Source: an optimization exercise on an open RTL-to-GDS flow (aim: small area and a short achievable clock period). Production flows keep margins and buffers that such runs may drop.
The RTL was checked by simulation tests, not by an equivalence proof against the original design.
Power and IR drop assume default switching activity.

`design.v`:
```
module ALU (
  input [3:0] ALUCtrl,  
  input sub,            
  input [31:0] in1,
  input [31:0] in2,
  output reg [31:0] ALUout,
  output [31:0] ADDERout,
  output reg branch
);
  function [31:0] flip32;
    input [31:0] x;
    integer k;
    for (k = 0; k < 32; k = k + 1) flip32[k] = x[31-k];
  endfunction
  wire [2:0] f = ALUCtrl[2:0];
  wire esp_fun = ALUCtrl[3];
  wire [4:0] shamt = in2[4:0];
  wire [31:0] shift_in = f[2] ? in1 : flip32(in1);
  wire [31:0] shift_out = $signed({esp_fun & in1[31], shift_in}) >>> shamt;
  wire [32:0] sum = {1'b0, in1} + {1'b0, in2 ^ {32{sub}}} + {32'b0, sub};
  assign ADDERout = sum[31:0];
  wire LTU = ~sum[32];
  wire LT  = (in1[31] ^ in2[31]) ? in1[31] : LTU;
  wire EQ  = (in1 == in2);
  always @(*)
    case (f)
      3'd0: ALUout = sum[31:0];
      3'd1: ALUout = flip32(shift_out);
      3'd2: ALUout = {31'b0, LT};
      3'd3: ALUout = {31'b0, LTU};
      3'd4: ALUout = in1 ^ in2;
      3'd5: ALUout = shift_out;
      3'd6: ALUout = in1 | in2;
      default: ALUout = in1 & in2;
    endcase
  always @(*)
    case (f)
      3'd0: branch = EQ;
      3'd1: branch = ~EQ;
      3'd4: branch = LT;
      3'd5: branch = ~LT;
      3'd6: branch = LTU;
      3'd7: branch = ~LTU;
      default: branch = 1'b0;
    endcase
endmodule
module registros (
  input clk,
  input rst,
  input wr_ena,
  input [4:0] readReg1,
  input [4:0] dbgReg,
  input useDbg,
  input [4:0] readReg2,
  output [31:0] reg1,
  output [31:0] reg2,
  input [4:0] wr_reg,
  input [31:0] wr_data
);
  wire [31:0] R [1:31];
  wire [31:0] sel1;
  wire [31:1] sel2;
  wire [31:0] wd_r = rst ? 32'b0 : wr_data;
  assign sel1[0] = wr_ena & (useDbg ? (wr_reg == dbgReg) : (wr_reg == readReg1));
  genvar g, b;
  generate for (g = 1; g < 32; g = g + 1) begin : rf
    reg [31:0] q;
    wire wr = wr_ena && wr_reg == g;
    always @(posedge clk)
      if (rst || wr) q <= wd_r;
    assign R[g] = q;
    rf_sel s1 (.a(dbgReg == g), .b(readReg1 == g), .useA(useDbg), .off(wr), .s(sel1[g]));
    assign sel2[g] = (readReg2 == g);
  end endgenerate
  generate for (b = 0; b < 32; b = b + 1) begin : rd
    wire [31:0] col;
    assign col[0] = wr_data[b];
    for (g = 1; g < 32; g = g + 1) begin : c
      assign col[g] = R[g][b];
    end
    rf_rdbit p1 (.d(col), .s(sel1), .o(reg1[b]));
    rf_rdbit2 p2 (.d(col[31:1]), .s(sel2), .o(reg2[b]));
  end endgenerate
endmodule
module rf_rdbit (
  input [31:0] d,
  input [31:0] s,
  output o
);
  assign o = |(d & s);
endmodule
module rf_rdbit2 (
  input [31:1] d,
  input [31:1] s,
  output o
);
  assign o = |(d & s);
endmodule
module rf_sel (
  input a,
  input b,
  input useA,
  input off,
  output s
);
  assign s = ~off & (useA ? a : b);
endmodule
module StoretoMEM ( 
  input [1:0] addr_LSB,  
  input [31:0] data,  
  input memWrite,  
  input [1:0] data_width,  
  output [31:0] wr_datatoMem,
  output [3:0] mask_data
); 
  wire [3:0] mask;
  assign mask_data = {4{memWrite}} & mask; 
  wire [1:0] LSB = data_width[1]? 2'b0 : addr_LSB;  
  assign  wr_datatoMem[ 7: 0] = data[7:0];
  assign  wr_datatoMem[15: 8] = LSB[0] ? data[7:0]  : data[15: 8];
  assign  wr_datatoMem[23:16] = LSB[1] ? data[7:0]  : data[23:16];
  assign  wr_datatoMem[31:24] = LSB[0] ? data[7:0]  :
                                LSB[1] ? data[15:8] : data[31:24];
  assign mask = (data_width[1])? 4'b1111   
              : (data_width[0])?
                  (addr_LSB[1]? 4'b1100 : 4'b0011)
              :   (addr_LSB[1]? (addr_LSB[0] ? 4'b1000 : 4'b0100) 
                              : (addr_LSB[0] ? 4'b0010 : 4'b0001));
endmodule
module LoadfromMEM( 
  input [1:0] addr_LSB,  
  input [31:0] data_mem,  
  input [1:0] data_width,  
  input sin_signo,  
  output [31:0] data_readed  
); 
  wire  [7:0] data_byte;
  wire [15:0] data_half;
  assign data_half = addr_LSB[1] ? data_mem[31:16] : data_mem[15:0];
  assign data_byte = addr_LSB[0] ? data_half[15:8] : data_half[7:0]; 
  wire signo_byte,signo_half;
  assign signo_byte = (sin_signo) ? 0 :  data_byte[7];
  assign signo_half = (sin_signo) ? 0 : data_half[15];
  assign data_readed = (data_width[1])? data_mem
                     : (data_width[0])? {{16{signo_half}},data_half}
                     : {{24{signo_byte}},data_byte};
endmodule
`default_nettype none
module CoreLeon (
  input rst,
  input clk,
  output error,
  output end_prog,
  input  InstrWait,
  output InstrValid,
  output InstrStall,
  output [31:0] InstrAddr,
  input  [31:0] InstrData,
  input  [31:0] mem_in,
  output [31:0] mem_out,
  output [31:0] mem_address,
  output [ 3:0] mem_mask,
  output        mem_read,
  output        mem_write,
  output        memStall,
  input         memWait,
  input [15:0]  dbg_address,
  input [31:0]  dbg_indata,
  output [31:0] dbg_outdata,
  input dbg_rd,
  input dbg_wr,
  input dbg_isvalid,
  output dbg_ready,
  input  dbg_haltreq,
  input  dbg_resumereq,
  output dbg_halted
);
  localparam [31:0] INIT_ADDRESS = 32'h0000_0000;
  localparam I_NOP = 32'h0000_0013;
  reg [63:0] cycle, instret;
  wire [31:0] dcsr;
  wire Stall_F, Stall_D, Stall_E, Stall_M, Stall_W;
  wire Flush_D, Flush_E, Flush_M;
  reg [31:0] pc;
  reg [31:0] FD_pc;
  reg FD_nop;
  assign InstrAddr  = pc;
  assign InstrValid = ~(D_Jump | DE_Jump);
  assign InstrStall = Stall_D;
  wire [31:0] F_pcMas4 = pc + 32'd4;
  always @(posedge clk) begin
    if (rst) begin
      pc     <= INIT_ADDRESS;
      FD_nop <= 1'b1;
    end else begin
      if (!Stall_F)
        pc <= E_JumpOrBranch ? E_JumpAddr : F_pcMas4;
      if (!Stall_D) begin
        FD_pc  <= pc;
        FD_nop <= Flush_D;
      end
    end
  end
  wire [31:0] FD_instr = FD_nop ? I_NOP : InstrData;
  wire [6:0] D_opcode = FD_instr[6:0];
  wire [4:0] D_rd     = FD_instr[11:7];
  wire [2:0] D_funct3 = FD_instr[14:12];
  wire [4:0] D_rs1    = FD_instr[19:15];
  wire [4:0] D_rs2    = FD_instr[24:20];
  wire [6:0] D_funct7 = FD_instr[31:25];
  wire D_funct3ZERO = (D_funct3 == 3'b0);
  wire D_isLOAD   = (D_opcode[6:2] == 5'b00_000);
  wire D_isALUimm = (D_opcode[6:2] == 5'b00_100);
  wire D_isSTORE  = (D_opcode[6:2] == 5'b01_000);
  wire D_isALUreg = (D_opcode[6:2] == 5'b01_100);
  wire D_isAUIPC  = {D_opcode[5],D_opcode[2]} == 2'b0_1;
  wire D_isLUI    = {D_opcode[5:4],D_opcode[2]} == 3'b11_1;
  wire D_isBRANCH = {D_opcode[6],D_opcode[4],D_opcode[2]} == 3'b1_0_0;
  wire D_isJALR   = {D_opcode[6], D_opcode[3:2]} == 3'b1_01;
  wire D_isJAL    =  D_opcode[3];
  wire D_isEBREAK = D_opcode[6] & D_opcode[4] & D_funct3ZERO & FD_instr[20];
  wire D_isCSR    = D_opcode[6] & D_opcode[4] & ~D_funct3ZERO;
  wire D_ALUFun  = D_opcode[4] | D_opcode[6];
  wire D_Jump    = D_opcode[2] & D_opcode[6];
  wire D_isUpper = D_opcode[2] & D_opcode[4];
  wire [31:0] D_Iimm = {{21{FD_instr[31]}}, FD_instr[30:20]};
  wire [31:0] D_Simm = {{21{FD_instr[31]}}, FD_instr[30:25], FD_instr[11:7]};
  wire [31:0] D_Bimm = {{20{FD_instr[31]}}, FD_instr[7], FD_instr[30:25], FD_instr[11:8], 1'b0};
  wire [31:0] D_Jimm = {{12{FD_instr[31]}}, FD_instr[19:12], FD_instr[20], FD_instr[30:21], 1'b0};
  wire [31:0] D_Uimm = {FD_instr[31:12], 12'b0};
  reg [31:0] D_imm;
  always @(*) begin
    if      (D_isUpper)  D_imm = D_Uimm;
    else if (D_isBRANCH) D_imm = D_Bimm;
    else if (D_isSTORE)  D_imm = D_Simm;
    else if (D_isJAL)    D_imm = D_Jimm;
    else                 D_imm = D_Iimm;
  end
  wire D_rdNoZero = |D_rd;
  reg D_RegWrite, D_ALUSrc2, D_funQual, D_error, D_rs1Read, D_rs2Read;
  always @(*) begin
    D_error = (D_opcode[1:0] != 2'b11) | (
               (D_opcode[6]  & ~D_opcode[5]) |
               (D_opcode[3]  & ~D_opcode[2]) |
               ((D_opcode[4] ~^ D_opcode[6]) & D_opcode[2]) |
               (D_opcode[4]  &  D_opcode[3]));
    D_rs1Read  = 1'b1;
    D_rs2Read  = 1'b0;
    D_RegWrite = D_rdNoZero;
    D_ALUSrc2  = 1'b0;
    D_funQual  = 1'b0;
    if (D_isLOAD) begin
      D_ALUSrc2 = 1'b1;
    end else if (D_isALUimm) begin
      D_ALUSrc2 = 1'b1;
      D_funQual = (D_funct3[1:0] == 2'b01) ? D_funct7[5] : 1'b0;
    end else if (D_isAUIPC) begin
      D_rs1Read = 1'b0;
    end else if (D_isSTORE) begin
      D_ALUSrc2  = 1'b1;
      D_RegWrite = 1'b0;
      D_rs2Read  = 1'b1;
    end else if (D_isALUreg) begin
      D_funQual = D_funct7[5];
      D_rs2Read = 1'b1;
    end else if (D_isLUI) begin
      D_rs1Read = 1'b0;
    end else if (D_isBRANCH) begin
      D_RegWrite = 1'b0;
      D_rs2Read  = 1'b1;
    end else if (D_isJALR) begin
      D_ALUSrc2 = 1'b1;
    end else if (D_isJAL) begin
      D_rs1Read = 1'b0;
      D_ALUSrc2 = 1'b1;
    end else if (D_isEBREAK) begin
      D_RegWrite = 1'b0;
      D_rs2Read  = 1'b1;
    end else if (D_isCSR) begin
      D_rs2Read = 1'b1;
    end
  end
  wire [2:0] D_fun = D_ALUFun ? D_funct3 : 3'b0;
  wire D_sub = D_isBRANCH |
               (~D_isJALR & ((D_fun == 3'd2) | (D_fun == 3'd3) | ((D_fun == 3'd0) & D_funQual)));
  wire [31:0] D_rs1Data, E_rfrs2, Wb_rdData;
  wire [4:0] Wb_rd;
  wire Wb_RegWrite;
  registros reg32(
    .clk(clk), .rst(rst),
    .wr_ena(Wb_RegWrite),
    .readReg1(D_rs1), .dbgReg(dbg_address[4:0]), .useDbg(dbg_sel_REG),
    .readReg2(DE_rs2),
    .reg1(D_rs1Data), .reg2(E_rfrs2),
    .wr_reg(Wb_rd), .wr_data(Wb_rdData));
  wire D_rs1_eq_DE_rd = (D_rs1 == DE_rd);
  wire D_rs2_eq_DE_rd = (D_rs2 == DE_rd);
  wire D_E_M_fwd_rs1 = DE_RegWrite && D_rs1_eq_DE_rd;
  wire D_E_M_fwd_rs2 = DE_RegWrite && D_rs2_eq_DE_rd;
  wire D_E_W_fwd_rs1 = EM_RegWrite && (D_rs1 == EM_rd);
  wire D_E_W_fwd_rs2 = EM_RegWrite && (D_rs2 == EM_rd);
  wire [31:0] D_target = (D_isLUI ? 32'b0 : FD_pc) + D_imm;
  wire [11:0] D_imm12 = D_imm[11:0];
  reg [31:0] DE_rs1Data, DE_target;
  reg [4:0] DE_rs2;
  reg [11:0] DE_imm;
  reg [4:0] DE_rd;
  reg [2:0] DE_funct3, DE_fun;
  reg DE_nop, DE_MemWrite, DE_RegWrite, DE_MemRead,
      DE_ALUSrc2, DE_isJALR, DE_Jump, DE_isBRANCH, DE_isEBREAK,
      DE_isCSR, DE_error, DE_LUI, DE_AUIPC, DE_funQual, DE_sub,
      DE_M_fwd_rs1, DE_M_fwd_rs2, DE_W_fwd_rs1, DE_W_fwd_rs2;
  wire DE_kill = Flush_E | FD_nop;
  always @(posedge clk) begin
    if (rst) begin
      DE_nop      <= 1'b1;
      DE_MemWrite <= 1'b0;
      DE_MemRead  <= 1'b0;
      DE_RegWrite <= 1'b0;
      DE_isJALR   <= 1'b0;
      DE_Jump     <= 1'b0;
      DE_isBRANCH <= 1'b0;
      DE_isCSR    <= 1'b0;
      DE_isEBREAK <= 1'b0;
      DE_error    <= 1'b0;
      DE_AUIPC    <= 1'b0;
      DE_LUI      <= 1'b0;
    end else if (!Stall_E) begin
      DE_rs1Data <= D_rs1Data;
      DE_rs2     <= D_rs2;
      DE_imm     <= D_imm12;
      DE_target  <= D_target;
      DE_rd      <= D_rd;
      DE_funct3  <= D_funct3;
      DE_fun     <= D_fun;
      DE_funQual <= D_funQual;
      DE_sub     <= D_sub;
      DE_ALUSrc2 <= D_ALUSrc2;
      DE_M_fwd_rs1 <= D_E_M_fwd_rs1;
      DE_M_fwd_rs2 <= D_E_M_fwd_rs2;
      DE_W_fwd_rs1 <= D_E_W_fwd_rs1;
      DE_W_fwd_rs2 <= D_E_W_fwd_rs2;
      DE_nop      <= DE_kill;
      DE_MemWrite <= ~DE_kill & D_isSTORE;
      DE_MemRead  <= ~DE_kill & D_isLOAD;
      DE_RegWrite <= ~DE_kill & D_RegWrite;
      DE_isJALR   <= ~DE_kill & D_isJALR;
      DE_Jump     <= ~DE_kill & D_Jump;
      DE_isBRANCH <= ~DE_kill & D_isBRANCH;
      DE_isCSR    <= ~DE_kill & D_isCSR;
      DE_isEBREAK <= ~DE_kill & D_isEBREAK;
      DE_error    <= ~DE_kill & D_error;
      DE_AUIPC    <= ~DE_kill & D_isAUIPC;
      DE_LUI      <= ~DE_kill & D_isLUI;
    end
  end
  wire [31:0] E_rs1Data = DE_M_fwd_rs1 ? EM_resultado :
                          DE_W_fwd_rs1 ? Wb_rdData    : DE_rs1Data;
  wire [31:0] E_rs2Data = DE_M_fwd_rs2 ? EM_resultado :
                          DE_W_fwd_rs2 ? Wb_rdData    : E_rfrs2;
  wire [31:0] E_ALUin2 = DE_ALUSrc2 ? {{20{DE_imm[11]}}, DE_imm} : E_rs2Data;
  wire [31:0] E_ADDERout, E_ALUout;
  wire E_TakeBranch;
  ALU alu(
    .ALUCtrl({DE_funQual, DE_fun}),
    .sub(DE_sub),
    .in1(E_rs1Data),
    .in2(E_ALUin2),
    .ALUout(E_ALUout),
    .ADDERout(E_ADDERout),
    .branch(E_TakeBranch));
  wire [31:0] E_JumpAddr = DE_isJALR ? E_ADDERout : DE_target;
  wire E_JumpOrBranch = DE_Jump | (DE_isBRANCH & E_TakeBranch);
  assign end_prog = DE_isEBREAK;
  assign error = DE_error;
  reg [31:0] EM_resultado, EM_rs2Data;
  reg [4:0] EM_csrsel;
  reg [4:0]  EM_rd;
  reg [2:0]  EM_funct3;
  reg EM_nop, EM_MemRead, EM_MemWrite, EM_RegWrite, EM_isCSR;
  wire EM_kill = Flush_M | DE_nop;
  always @(posedge clk) begin
    if (rst) begin
      EM_nop      <= 1'b1;
      EM_MemRead  <= 1'b0;
      EM_MemWrite <= 1'b0;
      EM_isCSR    <= 1'b0;
      EM_RegWrite <= 1'b0;
    end else if (!Stall_M) begin
      EM_resultado <= DE_Jump  ? FD_pc     :
                      (DE_AUIPC | DE_LUI) ? DE_target :
                                 E_ALUout;
      EM_rs2Data  <= E_rs2Data;
      EM_csrsel   <= csr_dec(DE_imm);
      EM_rd       <= DE_rd;
      EM_funct3   <= DE_funct3;
      EM_nop      <= EM_kill;
      EM_MemRead  <= ~EM_kill & DE_MemRead;
      EM_MemWrite <= ~EM_kill & DE_MemWrite;
      EM_isCSR    <= ~EM_kill & DE_isCSR;
      EM_RegWrite <= ~EM_kill & DE_RegWrite;
    end
  end
  function [4:0] csr_dec;
    input [11:0] a;
    reg u, lo01, lo2;
    begin
      u    = (a[11:8] == 4'hC);
      lo01 = (a[3:1] == 3'b000);
      lo2  = (a[3:0] == 4'd2);
      csr_dec = {(a[11:5] == 7'b0111101) & a[4] & (a[3:0] == 4'd0),
                 u & a[7] & lo2, u & a[7] & lo01, u & ~a[7] & lo2, u & ~a[7] & lo01};
    end
  endfunction
  wire [4:0] M_sel = dbg_sel_PIPCSR ? csr_dec(dbg_address[11:0]) : EM_csrsel;
  wire M_selcycle    = M_sel[0];
  wire M_selinstret  = M_sel[1];
  wire M_selcycleh   = M_sel[2];
  wire M_selinstreth = M_sel[3];
  wire M_seldcsr     = M_sel[4];
  wire [31:0] M_CSRData = (M_selcycle    ? cycle[31:0]    : 32'b0) |
                          (M_selinstret  ? instret[31:0]  : 32'b0) |
                          (M_selcycleh   ? cycle[63:32]   : 32'b0) |
                          (M_selinstreth ? instret[63:32] : 32'b0) |
                          (M_seldcsr     ? dcsr           : 32'b0);
  wire [31:0] M_address = EM_resultado;
  StoretoMEM store (
    .addr_LSB(M_address[1:0]),
    .memWrite(EM_MemWrite),
    .data_width(EM_funct3[1:0]),
    .data(EM_rs2Data),
    .wr_datatoMem(mem_out),
    .mask_data(mem_mask));
  assign mem_address = {M_address[31:2], 2'b00};
  assign mem_read    = EM_MemRead;
  assign mem_write   = EM_MemWrite;
  assign memStall    = Stall_W;
  reg [31:0] MW_resultado;
  reg [ 4:0] MW_rd;
  reg [ 2:0] MW_funct3;
  reg [ 1:0] MW_address_LSB;
  reg MW_nop, MW_MemRead, MW_RegWrite;
  always @(posedge clk) begin
    if (rst) begin
      MW_nop      <= 1'b1;
      MW_MemRead  <= 1'b0;
      MW_RegWrite <= 1'b0;
    end else if (!Stall_W) begin
      MW_address_LSB <= M_address[1:0];
      MW_resultado   <= EM_isCSR ? M_CSRData : EM_resultado;
      MW_funct3      <= EM_funct3;
      MW_rd          <= EM_rd;
      MW_nop         <= EM_nop;
      MW_MemRead     <= ~EM_nop & EM_MemRead;
      MW_RegWrite    <= ~EM_nop & EM_RegWrite;
    end
  end
  wire [31:0] Wb_MemoryData;
  LoadfromMEM load (
    .addr_LSB(MW_address_LSB),
    .data_width(MW_funct3[1:0]),
    .sin_signo(MW_funct3[2]),
    .data_mem(mem_in),
    .data_readed(Wb_MemoryData));
  assign Wb_RegWrite = MW_RegWrite;
  assign Wb_rd = MW_rd;
  assign Wb_rdData = MW_MemRead ? Wb_MemoryData : MW_resultado;
  wire rs1Hazard  = D_rs1Read & D_rs1_eq_DE_rd;
  wire rs2Hazard  = D_rs2Read & D_rs2_eq_DE_rd;
  wire loadHazard = (DE_MemRead | DE_isCSR) & (rs1Hazard | rs2Hazard);
  wire Stall_CPU = InstrWait | memWait | dbg_mode;
  wire err_ebreak = (DE_isEBREAK & ~dbg_byOneStep) | DE_error;
  assign Flush_D = E_JumpOrBranch;
  assign Flush_E = E_JumpOrBranch | loadHazard;
  assign Flush_M = err_ebreak;
  assign Stall_F = Stall_CPU | err_ebreak | loadHazard;
  assign Stall_D = Stall_F;
  assign Stall_E = Stall_CPU | err_ebreak;
  assign Stall_M = Stall_CPU;
  assign Stall_W = Stall_CPU;
  always @(posedge clk) begin
    if (rst) begin
      cycle   <= 64'b0;
      instret <= 64'b0;
    end else begin
      if (~dbg_mode)
        cycle <= cycle + 64'd1;
      if (~(MW_nop | Stall_CPU))
        instret <= instret + 64'd1;
    end
  end
  assign dcsr = {4'b1111, 12'b0, dbg_ebreakm, 3'b0, 1'b0, 2'b11, dbg_cause, 3'b0, dbg_step, 2'b11};
  reg dbg_mode, dbg_resumeack;
  reg dbg_step, dbg_ebreakm;
  reg [2:0] dbg_cause;
  reg dbg_isvalid_q;
  wire dbg_byEbreak     = D_isEBREAK & dbg_ebreakm;
  wire dbg_byOneStep    = dbg_resumeack & dbg_step;
  wire dbg_Actdbgmode   = (dbg_haltreq | dbg_byEbreak | dbg_byOneStep) & ~(InstrWait | memWait);
  wire dbg_deActdbgmode = dbg_resumereq & dbg_mode;
  always @(posedge clk) begin
    if (rst) begin
      dbg_mode <= 1'b0;
      dbg_resumeack <= 1'b0;
    end else begin
      dbg_resumeack <= dbg_deActdbgmode;
      if (dbg_deActdbgmode)    dbg_mode <= 1'b0;
      else if (dbg_Actdbgmode) dbg_mode <= 1'b1;
    end
  end
  always @(posedge clk)
    dbg_isvalid_q <= dbg_isvalid & dbg_mode;
  wire dbg_hi0 = (dbg_address[15:13] == 3'b000);
  wire dbg_sel_CSR = dbg_isvalid_q & dbg_hi0 & ~dbg_address[12];
  wire dbg_sel_REG = dbg_isvalid_q & dbg_hi0 &  dbg_address[12];
  wire dbg_sel_PIP = dbg_isvalid_q & (dbg_address[15:12] == 4'hC);
  wire dbg_sel_PIPCSR = dbg_sel_CSR | dbg_sel_PIP;
  wire wr_dcsr = dbg_wr & dbg_isvalid_q & ~dbg_sel_PIP & M_seldcsr;
  assign dbg_outdata = ({32{dbg_hi0 & dbg_address[12]}} & D_rs1Data) |
                       ({32{dbg_hi0 & ~dbg_address[12]}} & M_CSRData);
  assign dbg_ready   = dbg_isvalid_q;
  assign dbg_halted  = dbg_mode;
  always @(posedge clk) begin
    if (rst) begin
      dbg_step <= 1'b0; dbg_ebreakm <= 1'b1; dbg_cause <= 3'd0;
    end else begin
      if (wr_dcsr) begin
        dbg_step    <= dbg_indata[2];
        dbg_ebreakm <= dbg_indata[15];
      end
      if (dbg_haltreq)        dbg_cause <= 3'd3;
      else if (dbg_byEbreak)  dbg_cause <= 3'd1;
      else if (dbg_byOneStep) dbg_cause <= 3'd4;
    end
  end
endmodule
`default_nettype wire
```
`run.sh`:
```
#!/bin/bash
# synth_recipe.tcl (not shown) runs the flow's synth.tcl, then flattens the netlist and writes it again
# the make line also repeats each setting of config.mk as NAME=value (left out here)
make -C /OpenROAD-flow-scripts/flow DESIGN_CONFIG=/design/flow/config.mk WORK_HOME=/design/flow/orfs CLKGATE_MAP_FILE= SYNTH_SCRIPT=/design/flow/synth_recipe.tcl finish
```
`config.mk`:
```
export PLATFORM = sky130hd
export DESIGN_NAME = CoreLeon
export DESIGN_NICKNAME = CoreLeon
export VERILOG_FILES = /design/flow/design.v
export SDC_FILE = /design/flow/constraint.sdc
export NUM_CORES = 4
export LEC_CHECK = 0
export CAP_MARGIN = 20
export CORE_MARGIN = 2
export CORE_UTILIZATION = 40
export SETUP_SLACK_MARGIN = 5
export SLEW_MARGIN = 20
export SYNTH_HIERARCHICAL = 1
```
`constraint.sdc`:
```
create_clock -name core_clock -period 13.0 [get_ports {clk}]
set_input_delay 2.6000 -clock core_clock [delete_from_list [all_inputs] [get_ports {clk}]]
set_output_delay 2.6000 -clock core_clock [all_outputs]
set_load 0.01 [all_outputs]
```
==> results of run 1 <==
-- logic make-up after synthesis --
group | after synthesis
compound gates | 1979
buf+inv | 455
other cells | 1
fa+ha+maj | 133
flops | 1431
simple gates | 1893
mux | 274
xor+xnor | 206
-- worst max-delay path by stage --
stage | from | to | slack (ns) | depth (start not counted)
after detailed placement | mem_in[28] | DE_RegWrite | 1.95 | 24
after floorplan | dbg_address[15] | dbg_outdata[10] | 4.77 | 12
after global placement | mem_in[28] | DE_RegWrite | 1.98 | 24
after global routing | mem_in[30] | dbg_outdata[6] | 4.38 | 12
after CTS | dbg_address[14] | dbg_outdata[20] | 4.50 | 17
final | dbg_address[14] | dbg_outdata[11] | 4.40 | 17
-- Yosys stat by module (local to each module, per instance) --
module	times used	cells inside	area, um^2
registros	1	1279	31300
CoreLeon	1	2524	23700
ALU	1	985	7210
LoadfromMEM	1	141	852
StoretoMEM	1	69	504
rf_rdbit	32	21	158
rf_rdbit2	32	20	154
rf_sel	31	2	13.8
-- power by group through the flow --
stage	combinational (uW)	sequential, uW	clock [uW]
CTS	1060	5350	4430
global placement	1010	5440	0
finish	1130	5360	4430
floorplan	528	5390	0
global route	1150	5370	4600
detailed placement	1020	5440	0
-- area by class of cell --
class / count / share of cell area
repair buffers: 591 / 0.0657
repair inverters: 2 / 0.000113
multi-input cells: 4490 / 0.370
diodes: 10 / 0.000283
clock inverters: 82 / 0.00937
flip-flops and latches: 1431 / 0.465
inverters: 164 / 0.00720
clock buffers: 198 / 0.0470
well taps: 2464 / 0.0349
-- placed cells by master (no fill, tap or decap), types with 40 or more instances in the layout --
cell | synthesis | final
clkbuf_16 | 0 | 161
mux2i_1 | 168 | 127
inv_1 | 159 | 153
or3_1 | 41 | 41
mux2_2 | 44 | 42
nor3_1 | 87 | 73
a22o_1 | 72 | 56
a22oi_1 | 915 | 841
ha_1 | 131 | 131
a31oi_1 | 49 | 47
a22oi_2 | 32 | 106
nand2_1 | 479 | 479
buf_4 | 52 | 281
a21oi_1 | 199 | 197
clkdlybuf4s50_1 | 0 | 168
nor2b_1 | 73 | 69
edfxtp_1 | 1242 | 1242
o21ai_0 | 326 | 300
dfxtp_1 | 189 | 184
nand3_1 | 141 | 140
xor2_1 | 115 | 114
a21o_1 | 41 | 40
a222oi_1 | 45 | 45
nand4_1 | 237 | 237
a211oi_1 | 45 | 43
and2_1 | 70 | 68
and3_1 | 54 | 53
xnor2_1 | 91 | 84
nor2_4 | 0 | 57
nor2_1 | 448 | 389
-- timing repair --
action	in CTS	in global routing
hold buffers	0	0
endpoints found under the setup margin	103	90
cloned	13	6
buffers inserted	65	19
pin swaps	102	65
gates resized for setup	494	105
-- per-layer routing --
| metal | GRT usage | wire length (um) | vias to the layer above | share of wire |
|---|---|---|---|---|
| li1 | - | - | 26300 | - |
| met1 | 0.432 | 121000 | 31800 | 0.34 |
| met2 | 0.534 | 151000 | 5719 | 0.42 |
| met3 | 0.138 | 50200 | 1499 | 0.14 |
| met4 | 0.284 | 33700 | 24 | 0.095 |
| met5 | 0.0125 | 353 | - | 0.00099 |
-- per-stage QoR --
| stage | hold WS (ns) | cell area, um^2 | power [uW] | utilization |
|---|---|---|---|---|
| 6_report | 0.423 | 88300 | 10900 | 0.482 |
| 5_1_grt | 0.425 | 88300 | 11100 | 0.482 |
| 4_1_cts | 0.420 | 87700 | 10800 | 0.478 |
| 3_5_place_dp | 0.406 | 80300 | 6460 | 0.438 |
| 3_3_place_gp | 0.402 | 80300 | 6450 | 0.438 |
| 2_1_floorplan | 0.400 | 74000 | 5920 | - |
-- worst reg2reg max path, stage by stage (launching register included) --
cell and delay, ns:
edfxtp_1 0.83, nand2_1 0.45, nor2_4 0.74, buf_4 0.68, a22oi_1 0.23, nand4_1 0.15
or4_1 0.37, o21ai_0 0.23, o21ai_1 0.62, o21a_1 0.34, xor2_1 0.10, ha_1 0.42
a21o_1 0.23, a21o_1 0.20, a221o_1 0.32, a21oi_1 0.16, o21a_1 0.25, o221ai_1 0.15
a221o_2 0.55, a21o_4 0.33, nor2_4 0.19, nand2b_4 0.14, buf_4 0.21, nor3_1 0.20
nor4_1 0.07
==> results.json, run 1 <==
{
  "finClkSkew_ns": 0.0606,
  "finalWorstSetupSlack_ns": 4.40,
  "r2r_start": "DE_rs2[0]",
  "grtUsageTotal": 0.366,
  "multi_input_area_mm2": 0.0327,
  "tightestPinTransition_ns": 1.26,
  "num_rows": 157,
  "leakagePower_uw": 0.0310,
  "grt_pass1_wl_um": 477000,
  "p_int_uw": 8010,
  "largest_reg_flops": 992,
  "synth_cells": 6372,
  "max_freq_ghz": 0.116,
  "drv_slew": 0,
  "critPathRequiredTime_ns": 10.40,
  "synthesis.area_mm2": 0.0739,
  "synthFlopType": "edfxtp_1",
  "endpoint_kind": "primary output",
  "synthAdderAreaFrac": 0.0227,
  "drt_iter0_markers": 12400,
  "synth-simple-area-share": 0.130,
  "crit_buf_inv": 9,
  "synth_largest_area_cell": "edfxtp_1",
  "yosysUniqueCellTypes": 114,
  "cp_max_fo": 8,
  "hold_violations": 0,
  "drive_above_1_share": 0.167,
  "ys_top_cells_by_area": "edfxtp_1 50%, a22oi_1 9.3%, dfxtp_1 5.1%",
  "top_register": "reg32.rf.q",
  "fin_cells": 9432,
  "ant_nets": 0,
  "cts.clk_slew.worst_paths_ns": 0.06,
  "top_regs": "reg32.rf.q x992, cycle x64, instret x64",
  "fp.dieW_um": 434,
  "status": "complete, no violations",
  "cp-start-kind": "input pin",
  "initial_core_util": 0.403,
  "cts_tree": "built",
  "pwr-share-comb": 0.104,
  "nNetsFinal": 7089,
  "htree_levels": 4,
  "drtPass1Iterations": 9,
  "p_switching_uw": 2920,
  "relSlewSlack": 0.149,
  "grt_start_max_net_pins": 99,
  "min_path_cells": 0,
  "min_period_ns": 8.60,
  "synth-compound-area-share": 0.193,
  "die_h_um": 434,
  "dp_slack_ns": 1.95,
  "min_from": "EM_funct3[2]",
  "holdPathEnd": "MW_funct3[2]",
  "via_per_inst": 6.93,
  "ys_seq_elements": 1431,
  "synth_top_family_by_area": "compound AO/OA/AOI/OAI gates",
  "cts_sinks": 1431,
  "placed_cells": 9038,
  "critPathMaxStageDelay_ns": 0.60,
  "root_buffer": "clkbuf_16",
  "numCtsBuffers": 155,
  "synthXorXnorAreaFrac": 0.0244,
  "layout.area.seq_mm2": 0.0411,
  "peakVddDrop_mv": 0.165,
  "setup_viol": 0,
  "wl_per_cell_um": 37.7,
  "reg2reg_depth": 24,
  "crit_slowest_cell": "or4_4",
  "io_pins": 262,
  "drc": 0,
  "setup_tns_ns": 0,
  "power.share.clock": 0.405,
  "r2r_end": "pc[18]",
  "ys_warn_count": 9,
  "critPathMostFrequentCell": "buf_12",
  "io_buffer_count": 228,
  "coreArea_mm2": 0.183,
  "maxCapViolations": 0,
  "wl_um": 356000,
  "die-area_mm2": 0.188,
  "fillCellCount": 16300,
  "grt_pass1_vias": 60700,
  "clock_latency_ns": 0.86,
  "synthArstFlopShare": 0,
  "overflow": 0,
  "path_delay_family": "simple AND/OR/NAND/NOR gates",
  "vias": 65300,
  "min_period_over_period": 0.661,
  "dp_hpwl_um": 222000,
  "antenna_found_initial": 18,
  "syn_to_final_growth_pct": 19.5,
  "cts_buffer_depth": 3,
  "synth_seq_area_share": 0.556,
  "reg2reg_slack_ns": 4.66,
  "cp.arrival_ns": 6.00,
  "share_seq_of_total_power": 0.491,
  "cp_cell_sequence": "buf_12 > nor4b_4 > buf_4 > and2_4 > buf_12 > buf_16 > buf_12 > buf_12 > mux2i_4 > nor2_4 > clkbuf_16 > buf_12 > a22oi_2 > nand4_1 > or4_4 > a22o_4 > buf_2",
  "rsz0062_at_grt": "true",
  "critPathKind": "in2out",
  "hold_class": "reg2reg",
  "synth_area_per_cell_um2": 11.6,
  "synth_edf_count": 1242,
  "synth_top_area_frac": 0.505,
  "gp_congestion": 1.02,
  "ys_top_cells_by_count": "1242 x edfxtp_1, 915 x a22oi_1, 479 x nand2_1",
  "p_sw_frac": 0.267,
  "cellPowerDensity_mw_per_mm2": 124,
  "synthMuxAreaShare": 0.0460,
  "synth.most_common_cell": "edfxtp_1"
}
==> run 2, diff against run 1 <==
--- a/config.mk
+++ b/config.mk
@@ -10,2 +10,5 @@
 export CORE_UTILIZATION = 40
+export CTS_BUF_LIST = sky130_fd_sc_hd__clkbuf_16
+export CTS_CLUSTER_DIAMETER = 80
+export CTS_CLUSTER_SIZE = 20
 export SETUP_SLACK_MARGIN = 5
==> run 2 against run 1 <==
Net effect: critical path depth is 3 lower; worst setup slack worse by 0.055 ns; maximum frequency is 0.64% lower; synthesized cell count stayed put; sequential cell count stayed put; clock skew is 0.037 ns higher; non-clock buffer count is 23 higher; total power is 12% lower; highest routed layer unchanged.
==> results.json, run 2 <==
{
  "cp-start-kind": "input pin",
  "vias": 65100,
  "ys_top_cells_by_area": "edfxtp_1 50%, a22oi_1 9.3%, dfxtp_1 5.1%",
  "via_per_inst": 6.98,
  "synthesis.area_mm2": 0.0739,
  "drt_iter0_markers": 11900,
  "max_freq_ghz": 0.116,
  "cp.arrival_ns": 6.05,
  "wl_um": 353000,
  "p_int_uw": 6970,
  "gp_congestion": 1.02,
  "htree_levels": 3,
  "synth_cells": 6372,
  "io_pins": 262,
  "final_util": 0.472,
  "overflow": 0,
  "wl_per_cell_um": 37.8,
  "antenna_found_initial": 25,
  "endpoint_kind": "primary output",
  "peakVddDrop_mv": 0.107,
  "grt_start_max_net_pins": 99,
  "r2r_start": "DE_rs2[3]",
  "fillCellCount": 16400,
  "cts_buffer_depth": 3,
  "maxCapViolations": 0,
  "cts.clk_slew.worst_paths_ns": 0.10,
  "cts_tree": "built",
  "cellPowerDensity_mw_per_mm2": 112,
  "critPathKind": "in2out",
  "synth_largest_area_cell": "edfxtp_1",
  "critPathRequiredTime_ns": 10.40,
  "r2r_end": "EM_resultado[30]",
  "yosysUniqueCellTypes": 114,
  "grt_pass1_wl_um": 474000,
  "drv_slew": 0,
  "top_register": "reg32.rf.q",
  "numCtsBuffers": 93,
  "num_rows": 157,
  "io_buffer_count": 228,
  "synth_top_area_frac": 0.505,
  "synthArstFlopShare": 0,
  "status": "complete, no violations",
  "coreArea_mm2": 0.183,
  "initial_core_util": 0.403,
  "drive_above_1_share": 0.160,
  "cp-startpoint": "dbg_address[15]",
  "clock_latency_ns": 0.82,
  "synthFlopType": "edfxtp_1",
  "ys_seq_elements": 1431,
  "setup_tns_ns": 0,
  "setup_viol": 0,
  "min_path_cells": 0,
  "ant_nets": 0,
  "critPathCapture": "dbg_outdata[16]",
  "drc": 0,
  "power.share.clock": 0.326,
  "p_switching_uw": 2680,
  "drtPass1Iterations": 10,
  "ys_top_cells_by_count": "1242 x edfxtp_1, 915 x a22oi_1, 479 x nand2_1",
  "synth_area_per_cell_um2": 11.6,
  "reg2reg_depth": 21,
  "relSlewSlack": 0.204,
  "min_period_over_period": 0.665,
  "grtUsageTotal": 0.363,
  "stdcell_area_mm2": 0.0864,
  "cts_sinks": 1431,
  "finClkSkew_ns": 0.0976,
  "top_regs": "reg32.rf.q x992, cycle x64, instret x64",
  "tightestPinTransition_ns": 1.18,
  "leakagePower_uw": 0.0301,
  "place_area_mm2": 0.0803,
  "rsz0062_at_grt": "true",
  "reg2reg_slack_ns": 4.68,
  "grt_pass1_vias": 60100,
  "die-area_mm2": 0.188,
  "fp.dieW_um": 434,
  "synth.most_common_cell": "edfxtp_1",
  "hold_class": "reg2reg",
  "syn_to_final_growth_pct": 17.0,
  "ys_warn_count": 9,
  "p_sw_frac": 0.278,
  "hold_violations": 0,
  "die_h_um": 434,
  "root_buffer": "clkbuf_16",
  "pwr-share-comb": 0.118,
  "synth_edf_count": 1242,
  "synth_seq_area_share": 0.556,
  "nNetsFinal": 7050,
  "mostFrequentLayoutCells": "1242 x edfxtp_1, 856 x a22oi_1, 478 x nand2_1",
  "layout.cells.most_common": "edfxtp_1",
  "dp_hpwl_um": 222000,
  "largest_reg_flops": 992,
  "min_period_ns": 8.65,
  "share_seq_of_total_power": 0.555,
  "cp_max_fo": 32
}
[run 2: cell counts after synthesis]
Identical to the previous run, type by type.
[run 2: cells by family (layout without fill, tap and decap cells)]
family / Yosys count / after routing / share of synthesized area
AO/OA/AOI/OAI: 1979 / 1980 / 0.193
AND/OR/NAND/NOR: 1893 / 1894 / 0.130
flip-flops: 1431 / 1431 / 0.556
buffers and inverters: 455 / 921 / 0.0277
multiplexers: 274 / 275 / 0.0460
XOR/XNOR: 206 / 206 / 0.0244
adder cells (fa/ha/maj): 133 / 133 / 0.0227
other: 1 / 22 / 0.0000507
[run 2: power by group through the flow]
stage | sequential, uW | clock, uW | combinational (uW)
after floorplan | 5390 | 0 | 528
after global placement | 5440 | 0 | 1010
after detailed placement | 5440 | 0 | 1020
after CTS | 5340 | 3140 | 1060
after global routing | 5370 | 3300 | 1160
final | 5350 | 3150 | 1140
[run 2: how the worst min path moves through the flow]
stage / end / from / slack (ns)
after detailed placement: EM_funct3[0] / DE_funct3[0] / 0.41
final: EM_funct3[2] / DE_funct3[2] / 0.42
after floorplan: EM_funct3[0] / DE_funct3[0] / 0.40
after global routing: EM_funct3[2] / DE_funct3[2] / 0.43
after CTS: EM_funct3[2] / DE_funct3[2] / 0.41
after global placement: EM_funct3[1] / DE_funct3[1] / 0.40
[run 2: what timing repair did]
item,CTS,global route
hold buffers,0,0
setup buffers,74,37
gates resized for setup,500,149
setup endpoints to repair,107,92
pin swaps,114,95
endpoints found under the hold margin,0,0
gates cloned,13,3
[run 2: area by class of cell]
| cell class | count | area, um^2 | share of cell area |
|---|---|---|---|
| Clock inverter | 48 | 572 | 0.00661 |
| Multi-Input combinational cell | 4490 | 32800 | 0.380 |
| Antenna cell | 20 | 50.0 | 0.000579 |
| Inverter | 164 | 628 | 0.00727 |
| Tap cell | 2464 | 3080 | 0.0357 |
| Timing Repair inverter | 2 | 10.0 | 0.000116 |
| Clock buffer | 93 | 2330 | 0.0269 |
| Timing Repair Buffer | 614 | 5880 | 0.0680 |
| Sequential cell | 1431 | 41100 | 0.475 |
[run 2: routing by layer]
layer  GRT usage  vias to the layer above  share of wire
li1            -                    26200              -
met1       0.429                    31700           0.34
met2       0.535                     5697           0.42
met3       0.129                     1543           0.14
met4       0.282                       26          0.096
met5     0.00468                        -         0.0011
[run 2: worst max-delay path: stages]
cell and delay (ns):
buf_12 0.12, nor4b_4 0.28, buf_4 0.16, buf_4 0.18, and2_4 0.20, buf_4 0.13, mux2i_4 0.25, nor2_4 0.05
buf_8 0.19, a22oi_1 0.29, nand4_1 0.16, or4_4 0.74, a22o_4 0.36, buf_6 0.13
[run 2: per-module statistics from Yosys (local to each module, per instance)]
module | cells | flip-flops and latches | area (um^2)
rf_rdbit | 21 | 0 | 158
LoadfromMEM | 141 | 0 | 852
registros | 1279 | 992 | 31300
rf_rdbit2 | 20 | 0 | 154
CoreLeon | 2524 | 439 | 23700
ALU | 985 | 0 | 7210
rf_sel | 2 | 0 | 13.8
StoretoMEM | 69 | 0 | 504
[run 2: metrics by stage]
| stage | hold WS, ns | worst slack [ns] | total power, uW | cells |
|---|---|---|---|---|
| 2_1_floorplan | 0.400 | 4.77 | 5920 | 6373 |
| 3_3_place_gp | 0.402 | 1.98 | 6450 | 9038 |
| 3_5_place_dp | 0.406 | 1.95 | 6460 | 9038 |
| 4_1_cts | 0.408 | 4.49 | 9550 | 9266 |
| 5_1_grt | 0.426 | 4.36 | 9830 | 9312 |
| 6_report | 0.416 | 4.35 | 9640 | 9326 |
==> run 3, diff against run 2 <==
==> flow/run.sh (new file) <==
#!/bin/bash
set -euo pipefail
bash standard.sh SETUP_SLACK_MARGIN=6.5 "BUFFER_PORTS_ARGS=-buffer_cell sky130_fd_sc_hd__buf_2" finish > standard_flow.log 2>&1
==> standard.sh (new file) <==
#!/bin/bash
# synth_recipe.tcl (not shown) runs the flow's synth.tcl, then flattens the netlist and writes it again
# the make line also repeats each setting of config.mk as NAME=value (left out here)
make -C /OpenROAD-flow-scripts/flow DESIGN_CONFIG=/design/flow/config.mk WORK_HOME=/design/flow/orfs CLKGATE_MAP_FILE= SYNTH_SCRIPT=/design/flow/synth_recipe.tcl "${@:-finish}"
--- a/config.mk
+++ b/config.mk
@@ -9,6 +9,5 @@
 export CORE_MARGIN = 2
-export CORE_UTILIZATION = 40
-export CTS_BUF_LIST = sky130_fd_sc_hd__clkbuf_16
-export CTS_CLUSTER_DIAMETER = 80
-export CTS_CLUSTER_SIZE = 20
+export CORE_UTILIZATION = 55
+export CTS_BUF_LIST = sky130_fd_sc_hd__clkbuf_8
+export CTS_CLUSTER_SIZE = 30
 export SETUP_SLACK_MARGIN = 5
removed: run.sh
==> run 3 against run 2 <==
Net effect: still clean on timing, DRC and antenna; design area increased by 3.9%; sequential share of layout area decreased by 1.8 points; cell count decreased by 3.0%; worst setup slack improved by 0.11 ns; combinational power increased by 9.6%.
==> results.json, run 3 <==
{
  "status": "complete, no violations",
  "ys_warn_count": 9,
  "cp.arrival_ns": 5.94,
  "tightestPinTransition_ns": 1.30,
  "top_usage_layer": "met2",
  "ant_nets": 0,
  "critPathKind": "in2out",
  "clock_latency_ns": 1.01,
  "reg2reg_slack_ns": 5.60,
  "maxCapViolations": 0,
  "mostFrequentLayoutCells": "1242 x edfxtp_1, 825 x a22oi_1, 465 x nand2_1",
  "die-area_mm2": 0.137,
  "root_buffer": "clkbuf_8",
  "gp_congestion": 1.04,
  "synth_largest_area_cell": "edfxtp_1",
  "syn_to_final_growth_pct": 21.5,
  "synthArstFlopShare": 0,
  "final_util": 0.673,
  "hold_violations": 0,
  "die_h_um": 371,
  "synth_area_per_cell_um2": 11.6,
  "max_freq_ghz": 0.117,
  "synthFlopType": "edfxtp_1",
  "initial_core_util": 0.554,
  "rsz0062_at_grt": "true",
  "drc": 0,
  "crit_buf_inv": 5,
  "cp_cell_sequence": "buf_8 > nor4b_4 > buf_12 > and2_4 > buf_12 > mux2i_2 > nor2_4 > buf_6 > a22oi_2 > nand4_1 > or4_4 > a22o_4 > buf_6",
  "critPathRequiredTime_ns": 10.40,
  "cts_sinks": 1431,
  "yosysUniqueCellTypes": 114,
  "leakagePower_uw": 0.0326,
  "ys_seq_elements": 1431,
  "layout.cells.most_common": "edfxtp_1",
  "top_register": "reg32.rf.q",
  "io_pins": 262,
  "gr-usage-met2": 0.709,
  "cp-start-kind": "input pin",
  "drt_iter0_markers": 14000,
  "drive_above_1_share": 0.252,
  "met1_usage": 0.604,
  "cts_buffer_depth": 3,
  "peakVddDrop_mv": 0.143,
  "grtUsageTotal": 0.513,
  "hold_buffers": 0,
  "synth_top_area_frac": 0.505,
  "dp_hpwl_um": 218000,
  "grt_pass1_wl_um": 484000,
  "cts.clk_slew.worst_paths_ns": 0.06,
  "synth_edf_count": 1242,
  "hold_class": "reg2reg",
  "vias": 69100,
  "min_period_ns": 8.54,
  "relSlewSlack": 0.135,
  "grtUsageMet3": 0.243,
  "fin_total_pwr_uw": 10500,
  "num_rows": 134,
  "place_area_mm2": 0.0783,
  "synth.most_common_cell": "edfxtp_1",
  "via_per_inst": 7.64,
  "setup_viol": 0,
  "grt_start_max_net_pins": 83,
  "cts_tree": "built",
  "synth_cells": 6372,
  "coreArea_mm2": 0.133,
  "overflow": 0,
  "crit_slowest_cell": "or4_4",
  "endpoint_kind": "primary output",
  "synth_seq_area_share": 0.556,
  "htree_levels": 4,
  "fp.dieW_um": 371,
  "top_regs": "reg32.rf.q x992, cycle x64, instret x64",
  "wl_per_cell_um": 40.6,
  "grt_pass1_vias": 62800,
  "nNetsFinal": 7319,
  "largest_reg_flops": 992,
  "io_buffer_count": 228,
  "numCtsBuffers": 228,
  "ys_top_cells_by_count": "1242 x edfxtp_1, 915 x a22oi_1, 479 x nand2_1",
  "stdcell_area_mm2": 0.0898,
  "antenna_found_initial": 21,
  "cp_max_fo": 32,
  "cellPowerDensity_mw_per_mm2": 117,
  "wl_um": 368000,
  "setup_tns_ns": 0,
  "path_delay_family": "simple AND/OR/NAND/NOR gates",
  "min_period_over_period": 0.657,
  "critPathMaxStageDelay_ns": 0.73,
  "drv_slew": 0,
  "synthesis.area_mm2": 0.0739,
  "drtPass1Iterations": 13,
  "ys_top_cells_by_area": "edfxtp_1 50%, a22oi_1 9.3%, dfxtp_1 5.1%",
  "finClkSkew_ns": 0.0987
}
run 3: cell count changes in the layout (fill, tap and decap cells not counted), sizes merged, moves of 2 or more:
| cell | delta |
|---|---|
| bufbuf | +4 |
| clkbuf | +145 |
| diode | +2 |
| inv | +47 |
| clkdlybuf4s15 | -4 |
| buf | +311 |
| mux2 | +3 |
| dlygate4sd2 | -16 |
| dlymetal6s2s | -2 |
| clkinvlp | -3 |
| clkinv | +89 |
| bufinv | +6 |
| clkdlybuf4s50 | -168 |
| nor2 | +2 |
run 3: power breakdown:
part,total [uW],leakage [uW],internal (uW),switching (uW)
Clock,3880,0.00254,1910,1970
Sequential,5370,0.0140,5220,154
Combinational,1250,0.0161,393,858
run 3: worst paths after layout:
check	start	to	cells after the start
max	dbg_address[14]	dbg_outdata[16]	13
max reg2reg	DE_rs2[4]	pc[21]	31
min	EM_funct3[2]	MW_funct3[2]	0
min reg2reg	EM_funct3[2]	MW_funct3[2]	0
run 3: worst register-to-register path: cells and delay by family, from the launching register on:
kind / cells / cell delay [ns]
AO/OA/AOI/OAI: 13 / 2.46
AND/OR/NAND/NOR: 6 / 1.80
buffers and inverters: 8 / 1.53
multiplexers: 3 / 0.61
flip-flops: 1 / 0.51
adder cells (fa/ha/maj): 1 / 0.40
run 3: area by class of cell:
type | count | area [um^2]
diodes | 22 | 55.1
clock buffers | 235 | 3230
clock inverters | 188 | 1260
fillers | 10100 | 43700
inverters | 164 | 631
multi-input cells | 4497 | 34500
flip-flops and latches | 1431 | 41100
well taps | 1768 | 2210
repair buffers | 742 | 6830
repair inverters | 1 | 5.00
run 3: stage by stage:
stage	worst slack, ns	instances	hold slack (ns)
detailed placement	3.26	8310	0.415
CTS	4.64	8933	0.427
floorplan	4.77	6373	0.400
global placement	3.29	8310	0.403
finish	4.46	9048	0.426
global route	4.51	9032	0.430
run 3: cell families (layout without fill, tap and decap cells):
family / Yosys count / count (layout) / share of synthesized area
XOR/XNOR: 206 / 206 / 0.0244
adder cells (fa/ha/maj): 133 / 133 / 0.0227
other: 1 / 24 / 0.0000507
AND/OR/NAND/NOR: 1893 / 1898 / 0.130
multiplexers: 274 / 278 / 0.0460
AO/OA/AOI/OAI: 1979 / 1980 / 0.193
flip-flops: 1431 / 1431 / 0.556
buffers and inverters: 455 / 1330 / 0.0277
run 3: metal layers:
metal | part of all wire | wire length [um]
met1 | 0.32 | 118000
met5 | 0.0012 | 440
met2 | 0.40 | 147000
met3 | 0.17 | 63100
met4 | 0.11 | 38900
run 3: timing repair:
item                                    in CTS  in global routing
cloned                                      30                  9
gates resized for setup                    494                403
endpoints found under the setup margin     110                113
pin swaps                                  136                184
buffers inserted                           170                 84
run 3: modules after synthesis (local to each module, per instance), excerpt:
module	area, um^2	times used
registros	31300	1
StoretoMEM	504	1
rf_rdbit	158	32
ALU	7210	1
rf_rdbit2	154	32
CoreLeon	23700	1
==> run 4, diff against run 3 <==
--- a/design.v
+++ b/design.v
@@ -52,3 +52,4 @@
   input [4:0] dbgReg,
-  input useDbg,
+  input dbgValid,
+  input [3:0] dbgHi,
   input [4:0] readReg2,
@@ -63,2 +64,3 @@
   wire [31:0] wd_r = rst ? 32'b0 : wr_data;
+  wire useDbg = dbgValid & (dbgHi == 4'h1);
   assign sel1[0] = wr_ena & (useDbg ? (wr_reg == dbgReg) : (wr_reg == readReg1));
@@ -71,3 +73,3 @@
     assign R[g] = q;
-    rf_sel s1 (.a(dbgReg == g), .b(readReg1 == g), .useA(useDbg), .off(wr), .s(sel1[g]));
+    rf_sel s1 (.a(dbgReg == g), .b(readReg1 == g), .aValid(dbgValid), .aHi(dbgHi), .off(wr), .s(sel1[g]));
     assign sel2[g] = (readReg2 == g);
@@ -101,3 +103,4 @@
   input b,
-  input useA,
+  input aValid,
+  input [3:0] aHi,
   input off,
@@ -105,2 +108,3 @@
 );
+  wire useA = aValid & (aHi == 4'h1);
   assign s = ~off & (useA ? a : b);
@@ -291,3 +295,3 @@
     .wr_ena(Wb_RegWrite),
-    .readReg1(D_rs1), .dbgReg(dbg_address[4:0]), .useDbg(dbg_sel_REG),
+    .readReg1(D_rs1), .dbgReg(dbg_address[4:0]), .dbgValid(dbg_isvalid_q), .dbgHi(dbg_address[15:12]),
     .readReg2(DE_rs2),
==> run.sh (new file) <==
#!/bin/bash
# synth_recipe.tcl (not shown) runs the flow's synth.tcl, then flattens the netlist and writes it again
# the make line also repeats each setting of config.mk as NAME=value (left out here)
make -C /OpenROAD-flow-scripts/flow DESIGN_CONFIG=/design/flow/config.mk WORK_HOME=/design/flow/orfs CLKGATE_MAP_FILE= SYNTH_SCRIPT=/design/flow/synth_recipe.tcl finish
--- a/config.mk
+++ b/config.mk
@@ -9,5 +9,3 @@
 export CORE_MARGIN = 2
-export CORE_UTILIZATION = 55
-export CTS_BUF_LIST = sky130_fd_sc_hd__clkbuf_8
-export CTS_CLUSTER_SIZE = 30
+export CORE_UTILIZATION = 40
 export SETUP_SLACK_MARGIN = 5
removed: flow/run.sh
removed: standard.sh
==> run 4 against run 3 <==
Net effect: non-clock buffer count down 62; global-route usage down 14 points; worst setup slack better by 0.36 ns; critical endpoint is now dbg_outdata[3]; count of clock-buffer cells in the layout down 30; clock power up 16%; sequential cell count unchanged; core utilization down 18 points.
==> results.json, run 4 <==
{
  "hold_violations": 0,
  "yosysUniqueCellTypes": 107,
  "cp-start-kind": "input pin",
  "grt_pass1_vias": 62800,
  "cellPowerDensity_mw_per_mm2": 122,
  "cts.clk_slew.worst_paths_ns": 0.06,
  "fp.dieW_um": 437,
  "ys_top_cells_by_count": "1242 x edfxtp_1, 886 x a22oi_1, 501 x nand2_1",
  "initial_core_util": 0.403,
  "finClkSkew_ns": 0.0824,
  "ys_top_cells_by_area": "edfxtp_1 50%, a22oi_1 8.9%, dfxtp_1 5.0%",
  "grt_pass1_wl_um": 495000,
  "critPathCapture": "dbg_outdata[3]",
  "r2r_start": "DE_rs2[3]",
  "htree_levels": 4,
  "cp.arrival_ns": 5.59,
  "critPathKind": "in2out",
  "synth_top_area_frac": 0.497,
  "antenna_found_initial": 24,
  "placed_cells": 9102,
  "gp_congestion": 1.06,
  "multi_input_area_mm2": 0.0341,
  "reg2reg_depth": 21,
  "leakagePower_uw": 0.0323,
  "cp_max_fo": 8,
  "io_buffer_count": 228,
  "die_h_um": 437,
  "endpoint_kind": "primary output",
  "ys_seq_elements": 1431,
  "vias": 67300,
  "grt_start_max_net_pins": 84,
  "fillCellCount": 16400,
  "synth_area_per_cell_um2": 11.6,
  "numCtsBuffers": 158,
  "reg2reg_slack_ns": 4.90,
  "synthFlopType": "edfxtp_1",
  "finalWorstSetupSlack_ns": 4.81,
  "cts_tree": "built",
  "synth_edf_count": 1242,
  "clock_latency_ns": 0.88,
  "num_rows": 158,
  "ant_nets": 0,
  "io_pins": 262,
  "grtUsageTotal": 0.370,
  "dp_slack_ns": 2.16,
  "drv_slew": 0,
  "drt_iter0_markers": 12400,
  "rsz0062_at_grt": "true",
  "via_per_inst": 6.98,
  "min_period_over_period": 0.630,
  "max_freq_ghz": 0.122,
  "largest_reg_flops": 992,
  "synthesis.area_mm2": 0.0750,
  "overflow": 0,
  "cp-startpoint": "InstrData[15]",
  "drc": 0,
  "drive_above_1_share": 0.192,
  "cts_buffer_depth": 3,
  "synth_largest_area_cell": "edfxtp_1",
  "cts_sinks": 1431,
  "peakVddDrop_mv": 0.108,
  "wl_um": 370000,
  "setup_viol": 0,
  "synth_cells": 6469,
  "critPathRequiredTime_ns": 10.40,
  "min_period_ns": 8.19,
  "relSlewSlack": 0.117,
  "synth.most_common_cell": "edfxtp_1",
  "hold_class": "reg2reg",
  "die-area_mm2": 0.191,
  "syn_to_final_growth_pct": 22.1,
  "maxCapViolations": 0,
  "setup_tns_ns": 0,
  "top_regs": "reg32.rf.q x992, cycle x64, instret x64",
  "status": "complete, no violations",
  "nNetsFinal": 7267,
  "drtPass1Iterations": 12,
  "tightestPinTransition_ns": 1.31,
  "coreArea_mm2": 0.186,
  "layout.area.seq_mm2": 0.0411,
  "mostFrequentLayoutCells": "1242 x edfxtp_1, 738 x a22oi_1, 497 x nand2_1",
  "synthArstFlopShare": 0,
  "fin_cells": 9635,
  "ys_warn_count": 9,
  "top_register": "reg32.rf.q",
  "wl_per_cell_um": 38.4,
  "layout.cells.most_common": "edfxtp_1",
  "dp_hpwl_um": 225000,
  "synth_seq_area_share": 0.548,
  "root_buffer": "clkbuf_16",
  "r2r_end": "EM_resultado[30]"
}
run 4: cell count changes after synthesis, moves of 20 or more:
cell	previous run	this run
nor2_1	448	416
nor4_4	3	32
a22oi_1	915	886
nand2_1	479	501
clkbuf_1	157	177
nand2b_1	39	98
run 4: through the flow:
stage | cell area [um^2] | util | hold slack [ns] | total power, uW
2_1_floorplan | 75000 | - | 0.400 | 5950
5_1_grt | 91500 | 0.493 | 0.429 | 11400
4_1_cts | 90100 | 0.485 | 0.421 | 11100
6_report | 91600 | 0.493 | 0.422 | 11200
3_3_place_gp | 81200 | 0.437 | 0.406 | 6520
3_5_place_dp | 81300 | 0.437 | 0.411 | 6530
run 4: final cells by class:
type | instances | share of cell area
clock buffer | 205 | 0.0457
clock inverter | 80 | 0.0104
timing repair buffer | 680 | 0.0815
antenna | 17 | 0.000465
multi-input combinational | 4572 | 0.372
sequential | 1431 | 0.449
inverter | 170 | 0.00716
tap | 2480 | 0.0339
run 4: routing by layer:
metal,global-route usage,wire [um],vias to the layer above
li1,-,-,26800
met1,0.439,126000,32900
met2,0.541,155000,5931
met3,0.144,54400,1524
met4,0.277,34400,20
met5,0.00781,376,-
run 4: cell families after synthesis:
logic type | after synthesis | share of synthesized area
AO/OA/AOI/OAI | 1983 | 0.190
AND/OR/NAND/NOR | 1961 | 0.140
flip-flops | 1431 | 0.548
buffers and inverters | 470 | 0.0282
multiplexers | 280 | 0.0463
XOR/XNOR | 210 | 0.0247
adder cells (fa/ha/maj) | 133 | 0.0224
other | 1 | 0.0000500
run 4: what timing repair did:
item                                    CTS  global route
pin swaps                               106           130
gates cloned                             22             9
setup buffers                           152            47
endpoints found under the setup margin  103            91
hold buffers                              0             0
gates resized for setup                 617           217
run 4: critical path, cell delays in order:
cell	delay, ns
buf_12	0.11
nor2b_4	0.15
buf_12	0.18
buf_16	0.13
buf_6	0.12
nand2b_4	0.11
nor3_2	0.06
nand2b_1	0.11
mux2i_4	0.20
buf_12	0.25
a22oi_1	0.18
nand4_1	0.17
or4_4	0.69
a22o_4	0.34
buf_2	0.15
run 4: how the worst min path moves through the flow:
stage                            start      endpoint  slack, ns  cells past startpoint
after floorplan           DE_funct3[0]  EM_funct3[0]       0.40                      0
after CTS                 DE_funct3[2]  EM_funct3[2]       0.42                      0
after global placement    EM_funct3[2]  MW_funct3[2]       0.41                      0
after detailed placement  EM_funct3[2]  MW_funct3[2]       0.41                      0
final                     DE_funct3[2]  EM_funct3[2]       0.42                      0
after global routing      EM_funct3[2]  MW_funct3[2]       0.43                      0
run 4: report_power, final:
part / switching, uW / internal (uW)
registers: 146 / 5220
clock network: 2020 / 2500
logic: 885 / 384
run 4: Yosys stat by module (local to each module, per instance):
module	times used	area [um^2]	flops+latches	cells
ALU	1	7210	0	985
CoreLeon	1	23700	439	2520
LoadfromMEM	1	852	0	141
StoretoMEM	1	504	0	69
registros	1	31300	992	1287
rf_rdbit	32	158	0	21
rf_rdbit2	32	154	0	20
rf_sel	31	47.5	0	5
==> run 5, diff against run 4 <==
--- a/config.mk
+++ b/config.mk
@@ -10,2 +10,5 @@
 export CORE_UTILIZATION = 40
+export CTS_BUF_LIST = sky130_fd_sc_hd__clkbuf_16
+export CTS_CLUSTER_DIAMETER = 80
+export CTS_CLUSTER_SIZE = 20
 export SETUP_SLACK_MARGIN = 5
==> run 5 against run 4 <==
Net effect: still clean on timing, DRC and antenna; clock skew fell by 0.034 ns; sequential power about the same; wire length shrank 1.7%; global-route usage fell by 0.53 points; sequential share of layout area grew 1.5 points; sequential cell count unchanged; area after synthesis unchanged; clock power is 32% lower; combinational power about the same; largest power group unchanged; highest routed layer unchanged.
==> results.json, run 5 <==
{
  "status": "complete, no violations",
  "peakVddDrop_mv": 0.111,
  "via_per_inst": 6.99,
  "die-area_mm2": 0.191,
  "max_freq_ghz": 0.120,
  "fp.dieW_um": 437,
  "layout.cells.most_common": "edfxtp_1",
  "yosysUniqueCellTypes": 107,
  "min_period_ns": 8.30,
  "vias": 66200,
  "relSlewSlack": 0.175,
  "top_regs": "reg32.rf.q x992, cycle x64, instret x64",
  "htree_levels": 3,
  "grt_pass1_wl_um": 489000,
  "ys_warn_count": 9,
  "numCtsBuffers": 91,
  "syn_to_final_growth_pct": 18.2,
  "fillCellCount": 16700,
  "gp_congestion": 1.06,
  "share_seq_of_total_power": 0.555,
  "path_delay_family": "buffers and inverters",
  "holdWs_ns": 0.430,
  "power.share.clock": 0.317,
  "wl_per_cell_um": 38.4,
  "setup_tns_ns": 0,
  "root_buffer": "clkbuf_16",
  "drv_slew": 0,
  "io_pins": 262,
  "cp-start-kind": "input pin",
  "cts_tree": "built",
  "overflow": 0,
  "num_rows": 158,
  "dp_hpwl_um": 225000,
  "p_switching_uw": 2710,
  "largest_reg_flops": 992,
  "cellPowerDensity_mw_per_mm2": 109,
  "synthArstFlopShare": 0,
  "synth.most_common_cell": "edfxtp_1",
  "synth_area_per_cell_um2": 11.6,
  "cts.clk_slew.worst_paths_ns": 0.08,
  "ys_seq_elements": 1431,
  "leakagePower_uw": 0.0310,
  "critPathKind": "in2out",
  "hold_buffers": 0,
  "synthesis.area_mm2": 0.0750,
  "fin_total_pwr_uw": 9650,
  "critPathMostFrequentCell": "buf_6",
  "cp_cell_sequence": "buf_12 > nor2b_4 > buf_12 > buf_12 > buf_6 > nand3b_1 > buf_4 > buf_6 > nor2_2 > nand2b_1 > mux2i_4 > buf_6 > clkbuf_16 > buf_6 > a22oi_2 > nand4_1 > or4_4 > a22o_4 > buf_6",
  "wl_um": 364000,
  "setup_viol": 0,
  "endpoint_kind": "primary output",
  "synth_cells": 6469,
  "ys_top_cells_by_area": "edfxtp_1 50%, a22oi_1 8.9%, dfxtp_1 5.0%",
  "cts_sinks": 1431,
  "synth_largest_area_cell": "edfxtp_1",
  "antenna_found_initial": 24,
  "critPathMaxStageDelay_ns": 0.67,
  "cp_max_fo": 5,
  "hold_class": "reg2reg",
  "finClkSkew_ns": 0.0482,
  "hold_violations": 0,
  "critPathRequiredTime_ns": 10.40,
  "pwr-share-comb": 0.128,
  "mostFrequentLayoutCells": "1242 x edfxtp_1, 780 x a22oi_1, 496 x nand2_1",
  "grt_start_max_net_pins": 84,
  "io_buffer_count": 228,
  "initial_core_util": 0.403,
  "drtPass1Iterations": 13,
  "grt_pass1_vias": 61600,
  "top_register": "reg32.rf.q",
  "p_int_uw": 6940,
  "synth_edf_count": 1242,
  "synth_seq_area_share": 0.548,
  "synthFlopType": "edfxtp_1",
  "drive_above_1_share": 0.175,
  "maxCapViolations": 0,
  "grtUsageTotal": 0.365,
  "synth_top_area_frac": 0.497,
  "drc": 0,
  "nNetsFinal": 7194,
  "cp.arrival_ns": 5.70,
  "cts_buffer_depth": 3,
  "ant_nets": 0,
  "coreArea_mm2": 0.186,
  "min_period_over_period": 0.639,
  "crit_buf_inv": 10,
  "p_sw_frac": 0.280,
  "ys_top_cells_by_count": "1242 x edfxtp_1, 886 x a22oi_1, 501 x nand2_1",
  "clock_latency_ns": 0.80,
  "die_h_um": 437,
  "tightestPinTransition_ns": 1.22,
  "rsz0062_at_grt": "true",
  "crit_slowest_cell": "or4_4",
  "drt_iter0_markers": 11900
}
==> run 5: changes by cell type in the layout (fill, tap and decap cells not counted), sizes merged <==
cell,before,now
buf,487,480
clkdlybuf4s15,2,3
clkinvlp,7,3
bufinv,10,2
inv,174,185
dlymetal6s2s,7,5
dlygate4sd2,9,11
bufbuf,5,2
clkbuf,219,109
clkdlybuf4s50,156,157
clkinv,59,26
diode,17,12
==> run 5: stage by stage <==
stage               setup WS [ns]  cell area [um^2]   util  instances
global route                 4.67             88600  0.477       9467
floorplan                    5.00             75000      -       6470
global placement             2.20             81200  0.437       9100
CTS                          4.78             87500  0.471       9405
detailed placement           2.16             81300  0.437       9102
finish                       4.70             88600  0.477       9478
==> run 5: layer usage <==
metal	GRT usage	share of wire
met3	0.141	0.14
met5	0.000756	0.00028
met1	0.437	0.35
met2	0.537	0.42
met4	0.257	0.089
==> run 5: cell families (layout without fill, tap and decap cells) <==
| family | after synthesis | after routing | synth area share |
|---|---|---|---|
| flops | 1431 | 1431 | 0.548 |
| other cells | 1 | 14 | 0.0000500 |
| compound gates | 1983 | 1983 | 0.190 |
| fa+ha+maj | 133 | 133 | 0.0224 |
| buf+inv | 470 | 983 | 0.0282 |
| xor+xnor | 210 | 210 | 0.0247 |
| simple gates | 1961 | 1961 | 0.140 |
| mux | 280 | 283 | 0.0463 |
==> run 5: repair_timing <==
item / 4_1_cts / 5_1_grt
pin swaps: 117 / 84
gates cloned: 19 / 5
buffers inserted: 145 / 54
endpoints found under the setup margin: 103 / 91
gates resized for setup: 611 / 138
==> run 5: path summary, 6_finish.rpt <==
kind	start	end	slack [ns]	cells after the start
setup / recovery	InstrData[16]	dbg_outdata[13]	4.70	19
hold / removal	EM_funct3[2]	MW_funct3[2]	0.43	0
setup reg to reg	DE_rs2[1]	EM_resultado[30]	4.94	21
hold reg to reg	EM_funct3[2]	MW_funct3[2]	0.43	0
==> run 5: power by group through the flow <==
stage                     registers (uW)  logic, uW  clock network, uW
after detailed placement            5440       1090                  0
after global placement              5430       1090                  0
after global routing                5360       1260               3210
final                               5350       1240               3060
after floorplan                     5380        571                  0
after CTS                           5340       1160               3060
==> run 5: cell type report <==
cell class	instances	area, um^2	share of cell area
Antenna cell	12	30.0	0.000339
Tap cell	2480	3100	0.0350
Multi-Input combinational cell	4572	33800	0.381
Sequential cell	1431	41100	0.464
Clock buffer	93	2330	0.0263
Timing Repair Buffer	674	7140	0.0806
Clock inverter	46	472	0.00532
Inverter	170	658	0.00743
==> run 5: per-module statistics from Yosys, one instance, submodules excluded <==
module       times used  area [um^2]  flip-flops and latches
rf_rdbit2            32          154                       0
CoreLeon              1        23700                     439
rf_rdbit             32          158                       0
ALU                   1         7210                       0
LoadfromMEM           1          852                       0
rf_sel               31         47.5                       0
registros             1        31300                     992
StoretoMEM            1          504                       0

==> port drivers added, routing unchanged <==
The results above use ideal ports. As a check the final layouts listed here were re-extracted and re-timed, cells and wires unchanged. Step 1 (the two cells are an assumption about what drives the block):
set clk [get_ports {clk}]
set_driving_cell -lib_cell sky130_fd_sc_hd__clkbuf_16 $clk
set_driving_cell -lib_cell sky130_fd_sc_hd__buf_2 [delete_from_list [all_inputs] $clk]
Step 2 also shifts input and output timing later by t, the mid clock arrival at the registers, as if the neighbouring blocks saw the same clock. Three values: ideal, step 1, step 2; two values: the first two.
run | shift t [ns] | setup WS [ns] | hold WS [ns] | worst slew at a driven data input, ns | cell pins on the clock port's net
run 1 | 0.920 | 4.404 / 4.339 / 3.941 | 0.423 / 0.423 / 0.423 | 0.09 | 1
run 2 | 0.859 | 4.349 / 4.291 / 4.060 | 0.416 / 0.416 / 0.416 | 0.09 | 1
run 3 | 1.042 | 4.457 / 4.414 / 4.414 | 0.426 / 0.426 / 0.426 | 0.16 | 1
run 4 | 0.922 | 4.813 / 4.750 / 4.095 | 0.422 / 0.422 / 0.422 | 0.19 | 1
run 5 | 0.857 | 4.698 / 4.651 / 4.257 | 0.430 / 0.430 / 0.430 | 0.19 | 1
After both steps setup and hold are still met in every run listed. The setup slack of run 4, which loses most, moves by -0.063 ns with the drivers and by -0.718 ns with both steps.
